Background: an optimization exercise with open tools, aiming at small area and a short achievable clock period. Do not read the settings as production practice.
At most, simulation tests tie the RTL to the original design; equivalence was not proved.
The clock port is modelled as an ideal driver; clocking choices that lean on that would not hold on a real chip.
Power figures rest on the tool's default switching activity, not on a simulated workload.

## harbor
// gelu_lut_module
module gelu_lut_module (
    input                       clk,
    input                       rst_n,
    input                       in_valid,
    input      signed [15:0]    in_data,
    output reg                  out_valid,
    output     signed [10:0]    out_data
);
clock: 5.0 ns
lec_check: 0
abc_area: 1
cap_margin: 65
core_margin: 2
core_utilization: 40
setup_slack_margin: 2.65
slew_margin: 65
tns_end_percent: 5
standard.sh (not shown) runs the stock make flow with config.mk's settings and CLKGATE_MAP_FILE= SYNTH_SCRIPT=/design/flow/synth_recipe.tcl, a recipe that flattens the netlist after the stock synthesis.
==> flow/flow/run.sh <==
#!/bin/bash
set -euo pipefail
args=()
while IFS= read -r line || [[ -n "$line" ]]; do
  [[ -z "$line" || "$line" == \#* ]] && continue
  args+=("$line")
done < flow/make_args.txt
bash standard.sh "${args[@]}" finish > run_make.log 2>&1
==> flow/flow/make_args.txt <==
ADDER_MAP_FILE=
BUFFER_PORTS_ARGS=-buffer_cell sky130_fd_sc_hd__buf_1
CTS_ARGS=-sink_clustering_enable -repair_clock_nets -dont_use_dummy_load
diff inputs: harbor => nickel
Settings: changing SLEW_MARGIN from 65 to 70; changing CAP_MARGIN from 65 to 70.
--- a/flow/flow/make_args.txt
+++ b/flow/flow/make_args.txt
@@ -3 +3,2 @@
 CTS_ARGS=-sink_clustering_enable -repair_clock_nets -dont_use_dummy_load
+SKIP_LAST_GASP=1
Notes after the runs:
There was hardly any difference in clock power between harbor and nickel. Summary of nickel over harbor: number of resized instances in the post-cts repair step decreased 3, final clock period utilization by the worst path flat, final core utilization down 2.7 points, total routing usage reported by global routing dropped 0.40 points, number of cells in the finished layout apart from fillers decreased by 16 relative to the old numbers.
For tundra, these inputs were changed with respect to nickel:
Settings: a deleted TNS_END_PERCENT that had been 5; a change of CAP_MARGIN from 70 to 95; a deleted SETUP_SLACK_MARGIN that had been 2.65; a change of SLEW_MARGIN from 70 to 95.
==> flow/flow/run.sh <==
#!/bin/bash
set -euo pipefail
bash standard.sh ADDER_MAP_FILE= \
  "BUFFER_PORTS_ARGS=-buffer_cell sky130_fd_sc_hd__buf_1" \
  "CTS_ARGS=-sink_clustering_enable -repair_clock_nets -dont_use_dummy_load" \
  finish > run_make.log 2>&1
removed: flow/flow/make_args.txt
Findings:
In the summary table, tundra is marked failed, with error DPL-0038 raised in 3_5_place_dp.
nickel finished every stage and its layout cleared the timing, design-rule and antenna checks.
Re area fraction in compound gates after synthesis: no difference whatsoever between tundra and nickel.
I/O pin count essentially unchanged between nickel and tundra.
Reported for nickel and tundra, fraction of the yosys area taken by sequential cells turned out identical to the last digit.
Comparing tundra against nickel, there is no change at all in post-synthesis area per instance.
As far as simple-gate portion of the synthesized area goes, nickel and tundra are indistinguishable; the numbers are identical.
Delta (tundra minus nickel): xor/xnor share of the synthesized area was more or less identical, count of flip-flops with a built-in enable after synthesis barely changed, quantity of I/O buffers inserted on ports comparable, count of standard-cell rows was more or less identical, async set or reset register ratio after synthesis held.
~same die outline height in nickel and tundra
The following lists how violet was set up differently from tundra:
Settings: changing SLEW_MARGIN from 95 to 85; changing CAP_MARGIN from 95 to 85.
--- outcome ---
Re number of distinct library cells after synthesis: no difference whatsoever between violet and tundra. From violet to tundra, parity-gate share of the synthesized area counting xor and xnor cells did not move at all. Re register bit total from synthesis: no difference whatsoever between tundra and violet. Top-level port count: tundra vs violet identical. Comparing tundra against violet, there is no change at all in area of the mapped netlist. violet: all stages complete, timing, DRC and antenna checks passed. Die extent in x delta (violet -> tundra): insignificant. Diff tundra -> violet: placer congestion estimate neither gained nor lost much; synthesized cell count has remained practically unchanged; count of standard-cell rows did not really move; fraction of synthesized area in multiplexers held.
For ember, these inputs were changed with respect to violet:
Settings: SLEW_MARGIN changed from 85 to 70; ABC_AREA changed from 1 to 0; CAP_MARGIN changed from 85 to 70.
==> flow/flow/run.sh <==
#!/bin/bash
set -euo pipefail
args=()
while IFS= read -r line || [[ -n "$line" ]]; do
  [[ -z "$line" || "$line" == \#* ]] && continue
  args+=("$line")
done < flow/make_args.txt
bash standard.sh "${args[@]}" finish > run_make.log 2>&1
==> flow/flow/make_args.txt (new file) <==
ADDER_MAP_FILE=
BUFFER_PORTS_ARGS=-buffer_cell sky130_fd_sc_hd__buf_1
CTS_ARGS=-sink_clustering_enable -repair_clock_nets -dont_use_dummy_load
Results
[compare] base=violet new=ember: first-pass GRT wire length rose 4.6 mm, clock power went up about 7%.
Per the comparison of ember with violet, total routing resource utilization after global routing climbed 1.5 points; critical path depth has decreased; floorplan die height went up about 13%.
Between violet and ember, non-clock buffer count is lower for violet, ember comes in above that.

---

gelu_lut_module, a different RTL version from the one above (not shown whole).
Size in the first run: about 420 cells after synthesis, roughly 24 flip-flops, ~31 I/O pins, roughly 2400 um2 of cells after synthesis.
export LEC_CHECK = 0
export ABC_AREA = 1
export CAP_MARGIN = 70
export CORE_MARGIN = 2
export CORE_UTILIZATION = 40
export SETUP_SLACK_MARGIN = 2.6
export SLEW_MARGIN = 70
export TNS_END_PERCENT = 5
create_clock -name core_clock -period 5.0 [get_ports {clk}]
==> flow/flow/run.sh <==
#!/bin/bash
set -euo pipefail
args=()
while IFS= read -r line || [[ -n "$line" ]]; do
  [[ -z "$line" || "$line" == \#* ]] && continue
  args+=("$line")
done < flow/make_args.txt
bash standard.sh "${args[@]}" finish > run_make.log 2>&1
==> flow/flow/make_args.txt <==
ADDER_MAP_FILE=
BUFFER_PORTS_ARGS=-buffer_cell sky130_fd_sc_hd__buf_1
CTS_ARGS=-sink_clustering_enable -repair_clock_nets -dont_use_dummy_load
SETUP_MOVE_SEQUENCE=unbuffer,sizeup,swap
Rerun with:
==> flow/flow/make_args.txt (replaced) <==
ADDER_MAP_FILE=
BUFFER_PORTS_ARGS=-buffer_cell sky130_fd_sc_hd__buf_1
CTS_ARGS=-sink_clustering_enable -repair_clock_nets -dont_use_dummy_load
Settings changed: SETUP_SLACK_MARGIN 2.6 to 2.7.
Total power grows by 4.4%.
Maximum frequency is higher by 4.8%.
Sequential power stays flat.
Clock-buffer cell count does not change.
Register-to-register slack is better by 0.11 ns.
Synthesized cell count is unchanged.
Hold slack stays flat.
Wire length grows by 8.9%.
Rerun with:
==> flow/flow/make_args.txt (replaced) <==
ADDER_MAP_FILE=
BUFFER_PORTS_ARGS=-buffer_cell sky130_fd_sc_hd__buf_1
CTS_ARGS=-sink_clustering_enable -repair_clock_nets -dont_use_dummy_load
SETUP_MOVE_SEQUENCE=unbuffer,sizeup,swap
Result: The new run finished with timing, DRC and antenna clean. Wire length came out lower by 8.7%. Design area came out lower by 7.0%. Power came out lower by 5.3%. Synthesized cell count is unchanged. Sequential power hardly moves.
Rerun with:
==> flow/flow/run.sh (replaced) <==
#!/bin/bash
set -euo pipefail
cts_args=$(cat flow/cts_args.txt)
bash standard.sh ADDER_MAP_FILE= \
  "BUFFER_PORTS_ARGS=-buffer_cell sky130_fd_sc_hd__buf_1" \
  "CTS_ARGS=$cts_args" \
  finish > run_make.log 2>&1
==> flow/flow/cts_args.txt (new file) <==
-buf_list sky130_fd_sc_hd__clkbuf_8 -root_buf sky130_fd_sc_hd__clkbuf_8 -dont_use_dummy_load
Settings changed: SETUP_SLACK_MARGIN 2.7 to default, TNS_END_PERCENT 5 to default.
removed: flow/flow/make_args.txt
Outcome: The changed run went through all stages and came out clean; cell area is lower by 3.7%; cell count stays the same; clock skew hardly moves; critical path depth is lower by 1; wire length is lower by 1.0%; die area stays the same; flip-flop and latch count is unchanged; worst setup slack got worse by 0.081 ns.
Rerun with:
==> flow/flow/run.sh (replaced) <==
#!/bin/bash
set -euo pipefail
args=()
while IFS= read -r line || [[ -n "$line" ]]; do
  [[ -z "$line" || "$line" == \#* ]] && continue
  args+=("$line")
done < flow/make_args.txt
bash standard.sh "${args[@]}" finish > run_make.log 2>&1
==> flow/flow/make_args.txt (new file) <==
ADDER_MAP_FILE=
BUFFER_PORTS_ARGS=-buffer_cell sky130_fd_sc_hd__buf_1
CTS_ARGS=-sink_clustering_enable -repair_clock_nets -dont_use_dummy_load
SETUP_MOVE_SEQUENCE=unbuffer,sizeup,swap
Settings changed: SETUP_SLACK_MARGIN from default to 2.5, TNS_END_PERCENT from default to 5.
removed: flow/flow/cts_args.txt
After rerunning:
- clock skew hardly moves
- maximum frequency climbs by 2.8%
- power goes up by 2.4%
- setup slack improves by 0.065 ns
- register-to-register slack improved by 0.07 ns
- wire length hardly moves
- non-clock buffer count is unchanged
- die area stays the same
- core utilization grows by 1.2 points
No run of this note included a check of the RTL's function; only the layout flow was run.

---

gelu_lut_module with an RTL version that a note above also has.
Size in the first run: ~29 flip-flops.
==> flow/config.mk <==
export PLATFORM = sky130hd
export DESIGN_NAME = gelu_lut_module
export DESIGN_NICKNAME = gelu_lut_module
export VERILOG_FILES = /design/flow/design.v
export SDC_FILE = /design/flow/constraint.sdc
export NUM_CORES = 4
export LEC_CHECK = 0
export ABC_AREA = 1
export CAP_MARGIN = 70
export CORE_MARGIN = 2
export CORE_UTILIZATION = 40
export SETUP_SLACK_MARGIN = 2.55
export SLEW_MARGIN = 70
export TNS_END_PERCENT = 5
==> flow/constraint.sdc <==
create_clock -name core_clock -period 5.0 [get_ports {clk}]
set_input_delay 1.0000 -clock core_clock [delete_from_list [all_inputs] [get_ports {clk}]]
set_output_delay 1.0000 -clock core_clock [all_outputs]
set_load 0.01 [all_outputs]
==> flow/flow/run.sh <==
#!/bin/bash
set -euo pipefail
args=()
while IFS= read -r line || [[ -n "$line" ]]; do
  [[ -z "$line" || "$line" == \#* ]] && continue
  args+=("$line")
done < flow/make_args.txt
bash standard.sh "${args[@]}" finish > run_make.log 2>&1
==> flow/flow/make_args.txt <==
ADDER_MAP_FILE=
BUFFER_PORTS_ARGS=-buffer_cell sky130_fd_sc_hd__buf_1
CTS_ARGS=-sink_clustering_enable -repair_clock_nets -dont_use_dummy_load
The starting point produced a clean layout.
Change:
GPL_ROUTABILITY_DRIVEN = 0   (was not set)
SETUP_SLACK_MARGIN = 2.65   (was 2.55)
=> Design area rose by 2.9%. Global-route usage rose by 0.12 points. Clock-buffer cell count is unchanged. Die area is unchanged. Synthesized area does not change. Worst hold slack barely changes.
Change:
==> flow/flow/run.sh (replaced) <==
#!/bin/bash
set -euo pipefail
bash standard.sh ADDER_MAP_FILE= \
  "BUFFER_PORTS_ARGS=-buffer_cell sky130_fd_sc_hd__buf_1" \
  "CTS_ARGS=-sink_clustering_enable -repair_clock_nets -dont_use_dummy_load" \
  finish > run_make.log 2>&1
CORE_UTILIZATION = 70   (was 40)
GPL_ROUTABILITY_DRIVEN = not set   (was 0)
PLACE_DENSITY = 0.8   (was not set)
SETUP_SLACK_MARGIN = not set   (was 2.65)
TNS_END_PERCENT = not set   (was 5)
removed: flow/flow/make_args.txt
After rerunning: Setup slack is worse by 0.26 ns. Core utilization goes up by 28 points. Design area went down by a little under a tenth. Routed wire length shrinks by a few percent.
Change:
CORE_UTILIZATION = 40   (was 70)
GPL_TIMING_DRIVEN = 1   (was not set)
PLACE_DENSITY = not set   (was 0.8)
SETUP_SLACK_MARGIN = 2.75   (was not set)
TNS_END_PERCENT = 5   (was not set)
Result:
- utilization went down by 26 points
- die area went up by 70%
- worst setup slack gets better by 0.26 ns
- synthesized area is unchanged
- via count is lower by 1.0%
- routed wire length rose by 6.4%
- register-to-register slack gains 0.32 ns
- cell count went up by 7.2%
- clock skew fell by 0.0047 ns
Change:
==> flow/flow/run.sh (replaced) <==
#!/bin/bash
set -euo pipefail
args=()
while IFS= read -r line || [[ -n "$line" ]]; do
  [[ -z "$line" || "$line" == \#* ]] && continue
  args+=("$line")
done < flow/make_args.txt
bash standard.sh "${args[@]}" finish > run_make.log 2>&1
==> flow/flow/make_args.txt (new file) <==
ADDER_MAP_FILE=
BUFFER_PORTS_ARGS=-buffer_cell sky130_fd_sc_hd__buf_1
CTS_ARGS=-sink_clustering_enable -repair_clock_nets -dont_use_dummy_load
CORE_ASPECT_RATIO = 2.0   (was not set)
GPL_TIMING_DRIVEN = not set   (was 1)
SETUP_SLACK_MARGIN = 2.65   (was 2.75)
What happened: Via count climbs by 3.5%. Wire length climbs by 24%. Total power climbs by 15%. Utilization climbs by 1.5 points.

---

Setup of run a:
Another version of the RTL of gelu_lut_module (not shown whole).
Size: about 390 cells after synthesis, ~31 I/O pins, ~2500 µm² of cells after synthesis.
clock: 5.0 ns
lec_check: 0
abc_area: 1
cap_margin: 70
core_margin: 2
core_utilization: 40
setup_slack_margin: 2.8
slew_margin: 70
tns_end_percent: 5
==> flow/flow/run.sh <==
#!/bin/bash
set -euo pipefail
args=()
while IFS= read -r line || [[ -n "$line" ]]; do
  [[ -z "$line" || "$line" == \#* ]] && continue
  args+=("$line")
done < flow/make_args.txt
bash standard.sh "${args[@]}" finish > run_make.log 2>&1
==> flow/flow/make_args.txt <==
ADDER_MAP_FILE=
BUFFER_PORTS_ARGS=-buffer_cell sky130_fd_sc_hd__buf_1
CTS_ARGS=-sink_clustering_enable -repair_clock_nets -dont_use_dummy_load
#### Input delta (run b over run a)
-- flow/config.mk --
<<< run a, line 11
export CORE_UTILIZATION = 40
export SETUP_SLACK_MARGIN = 2.8
export SLEW_MARGIN = 70
>>> run b, line 11
export CORE_UTILIZATION = 40
export SETUP_SLACK_MARGIN = 2.7
export SLEW_MARGIN = 70
Delta (run b minus run a): number of iterations in the first detailed-routing pass roughly the same; total routed wirelength roughly the same; proportion of cell area occupied by multi-input gates lower.
No functional check of the RTL was part of any run of this note.

---

job 9918:
gelu_lut_module with an RTL version that a note above also has.
Size: ~410 cells after synthesis, about 29 flip-flops, about 31 I/O pins, about 0.0024 mm² of cells after synthesis.
==> flow/design.v (excerpt) <==
module gelu_lut_module (
    input                       clk,
    input                       rst_n,
    input                       in_valid,
    input      signed [15:0]    in_data,
    output reg                  out_valid,
    output     signed [10:0]    out_data
);
    reg         v1, s1;
    reg  [9:0]  m1;
    wire [5:0]  c;
    wire [9:0]  xa = in_data[9:0];
    wire [9:0]  lowor;
    genvar gi;
    generate for (gi = 0; gi < 10; gi = gi + 1) begin : g_or
        assign lowor[gi] = |xa[gi:0];
    end endgenerate
    wire [5:0]  pos_lo = s1 ? 6'd0 : m1[5:0];
    wire [4:0]  hi     = s1 ? 5'd0 : {1'b0, m1[9:6]};
    wire [6:0]  dlo    = {1'b0, pos_lo} - {1'b0, c};
    always @(posedge clk or negedge rst_n)
        if (!rst_n) begin v1 <= 1'b0; out_valid <= 1'b0; end
        else begin v1 <= in_valid; out_valid <= v1; end
    always @(posedge clk) begin
        s1 <= in_data[10];
        m1 <= xa ^ ({10{in_data[10]}} & {lowor[8:0], 1'b0});
    end
    reg  [5:0]  lo2;
    reg         b2;
    reg  [4:0]  hi2, hm2;
    always @(posedge clk) begin
        lo2 <= dlo[5:0];
        b2  <= dlo[6];
        hi2 <= hi;
        hm2 <= hi - 5'd1;
    end
    assign out_data = {b2 ? hm2 : hi2, lo2};
    gelu_c u_c (.a(m1), .y(c));
endmodule
export LEC_CHECK = 0
export ABC_AREA = 1
export CAP_MARGIN = 70
export CORE_MARGIN = 2
export CORE_UTILIZATION = 40
export SETUP_SLACK_MARGIN = 2.65
export SLEW_MARGIN = 70
export TNS_END_PERCENT = 5
create_clock -name core_clock -period 5.0 [get_ports {clk}]
==> flow/flow/run.sh <==
#!/bin/bash
set -euo pipefail
bash standard.sh ADDER_MAP_FILE= \
  "BUFFER_PORTS_ARGS=-buffer_cell sky130_fd_sc_hd__buf_1" \
  "CTS_ARGS=-sink_clustering_enable -repair_clock_nets -dont_use_dummy_load" \
  finish > run_make.log 2>&1
Job 9918 has completed all stages; timing, DRC and antenna checks passed.
Input-level comparison between job 4429 and job 9918:
==> flow/flow/run.sh <==
#!/bin/bash
set -euo pipefail
args=()
while IFS= read -r line || [[ -n "$line" ]]; do
  [[ -z "$line" || "$line" == \#* ]] && continue
  args+=("$line")
done < flow/make_args.txt
bash standard.sh "${args[@]}" finish > run_make.log 2>&1
==> flow/flow/make_args.txt (new file) <==
ADDER_MAP_FILE=
BUFFER_PORTS_ARGS=-buffer_cell sky130_fd_sc_hd__buf_1
CTS_ARGS=-sink_clustering_enable -repair_clock_nets -dont_use_dummy_load
CTS_ARGS=-sink_clustering_enable -sink_clustering_size 30 -sink_clustering_max_diameter 150 -sink_clustering_levels 1 -buf_list sky130_fd_sc_hd__clkbuf_16 -root_buf sky130_fd_sc_hd__clkbuf_16 -dont_use_dummy_load
==> results.txt <==
Comparing job 9918 and job 4429, the higher clock skew was measured on job 9918.
Diff job 9918 -> job 4429 | count of non-CTS buffers in the layout | down by a few percent
In job 4429, sequential logic power is higher than in job 9918.
Reported for job 9918 and job 4429, combined buffer and inverter count along the critical path turned out identical to the last digit.
Delta (job 4429 minus job 9918): part of the cycle the worst path needs decreased by 0.17 points relative to the old numbers; global-route usage barely changed; total wire length after detailed routing decreased 0.87%; combinational-cell power consumption about even; count of inserted antenna diode cells now sits at about the same level.
Worst IR drop on VDD on job 4429 is ahead of job 9918.
The combinational share of power number comes out higher for job 9918 vs job 4429.
## Diff of input files: job 7697 against job 4429
Settings: TNS_END_PERCENT no longer set, was 5; SETUP_SLACK_MARGIN now 2.9, was 2.65.
==> flow/flow/run.sh <==
#!/bin/bash
set -euo pipefail
bash standard.sh ADDER_MAP_FILE= \
  "BUFFER_PORTS_ARGS=-buffer_cell sky130_fd_sc_hd__buf_1" \
  "CTS_ARGS=-sink_clustering_enable -repair_clock_nets -dont_use_dummy_load" \
  finish > run_make.log 2>&1
removed: flow/flow/make_args.txt
[summary]
The highest-delay cell along the critical path comes out dfxtp_4 in one run and dfxtp_1 in the other, namely in job 7697 and job 4429 respectively. Portion of total power attributed to combinational logic: job 7697 vs job 4429 up 11 points. Job 7697 against job 4429: routed length on met1 went up; first-pass GRT wire length went up; final critical path time including I/O delays and setup went down; final clock period utilization by the worst path went down; cell area went up.

-- separate check: timing with driven ports --
The results above use ideal ports. As a check the final layouts listed here were re-extracted and re-timed, cells and wires unchanged. Step 1 assumes that a clkbuf_16 drives the clock port and a buf_2 every other input. Step 2 times the ports against the registers' clock, not the clock port: input delays grow and output delays shrink by t, the midpoint of the rising clock arrivals with the driver on. Slacks: no drivers / after step 1 / after step 2; pairs: no drivers / after step 1.
| run | t (ns) | slack for setup (ns) | latest minus earliest clock arrival (ns) |
|---|---|---|---|
| harbor | 0.296 | 2.808 / 2.780 / 2.635 | 0.017 / 0.017 |
| nickel | 0.293 | 2.809 / 2.781 / 2.627 | 0.017 / 0.017 |
| violet | 0.298 | 2.697 / 2.697 / 2.697 | 0.013 / 0.014 |
| ember | 0.316 | 1.392 / 1.392 / 1.392 | 0.014 / 0.013 |
| the first run of note 2 | 0.290 | 2.684 / 2.684 / 2.675 | 0.016 / 0.016 |
| the second run of note 2 | 0.290 | 2.790 / 2.790 / 2.674 | 0.016 / 0.016 |
| the third run of note 2 | 0.289 | 2.696 / 2.696 / 2.676 | 0.017 / 0.017 |
| the fourth run of note 2 | 0.289 | 2.615 / 2.615 / 2.615 | 0.016 / 0.016 |
| the fifth run of note 2 | 0.290 | 2.680 / 2.680 / 2.675 | 0.016 / 0.015 |
| the first run of note 3 | 0.294 | 2.721 / 2.721 / 2.625 | 0.017 / 0.017 |
| the second run of note 3 | 0.293 | 2.809 / 2.781 / 2.627 | 0.017 / 0.017 |
| the third run of note 3 | 0.348 | 2.545 / 2.545 / 2.545 | 0.021 / 0.022 |
| the fourth run of note 3 | 0.295 | 2.806 / 2.779 / 2.695 | 0.016 / 0.016 |
| the fifth run of note 3 | 0.309 | 2.764 / 2.764 / 2.568 | 0.011 / 0.011 |
| run a | 0.291 | 2.748 / 2.748 / 2.748 | 0.022 / 0.022 |
| run b | 0.289 | 2.759 / 2.759 / 2.759 | 0.022 / 0.022 |
| job 9918 | 0.293 | 2.809 / 2.781 / 2.627 | 0.017 / 0.017 |
| job 4429 | 0.296 | 2.817 / 2.785 / 2.622 | 0.011 / 0.011 |
| job 7697 | 0.295 | 2.906 / 2.879 / 2.763 | 0.018 / 0.018 |
After both steps every run listed still meets setup and hold. The setup slack of the fifth run of note 3, which loses most, moves by 0.000 ns with the drivers and by -0.196 ns with both steps.
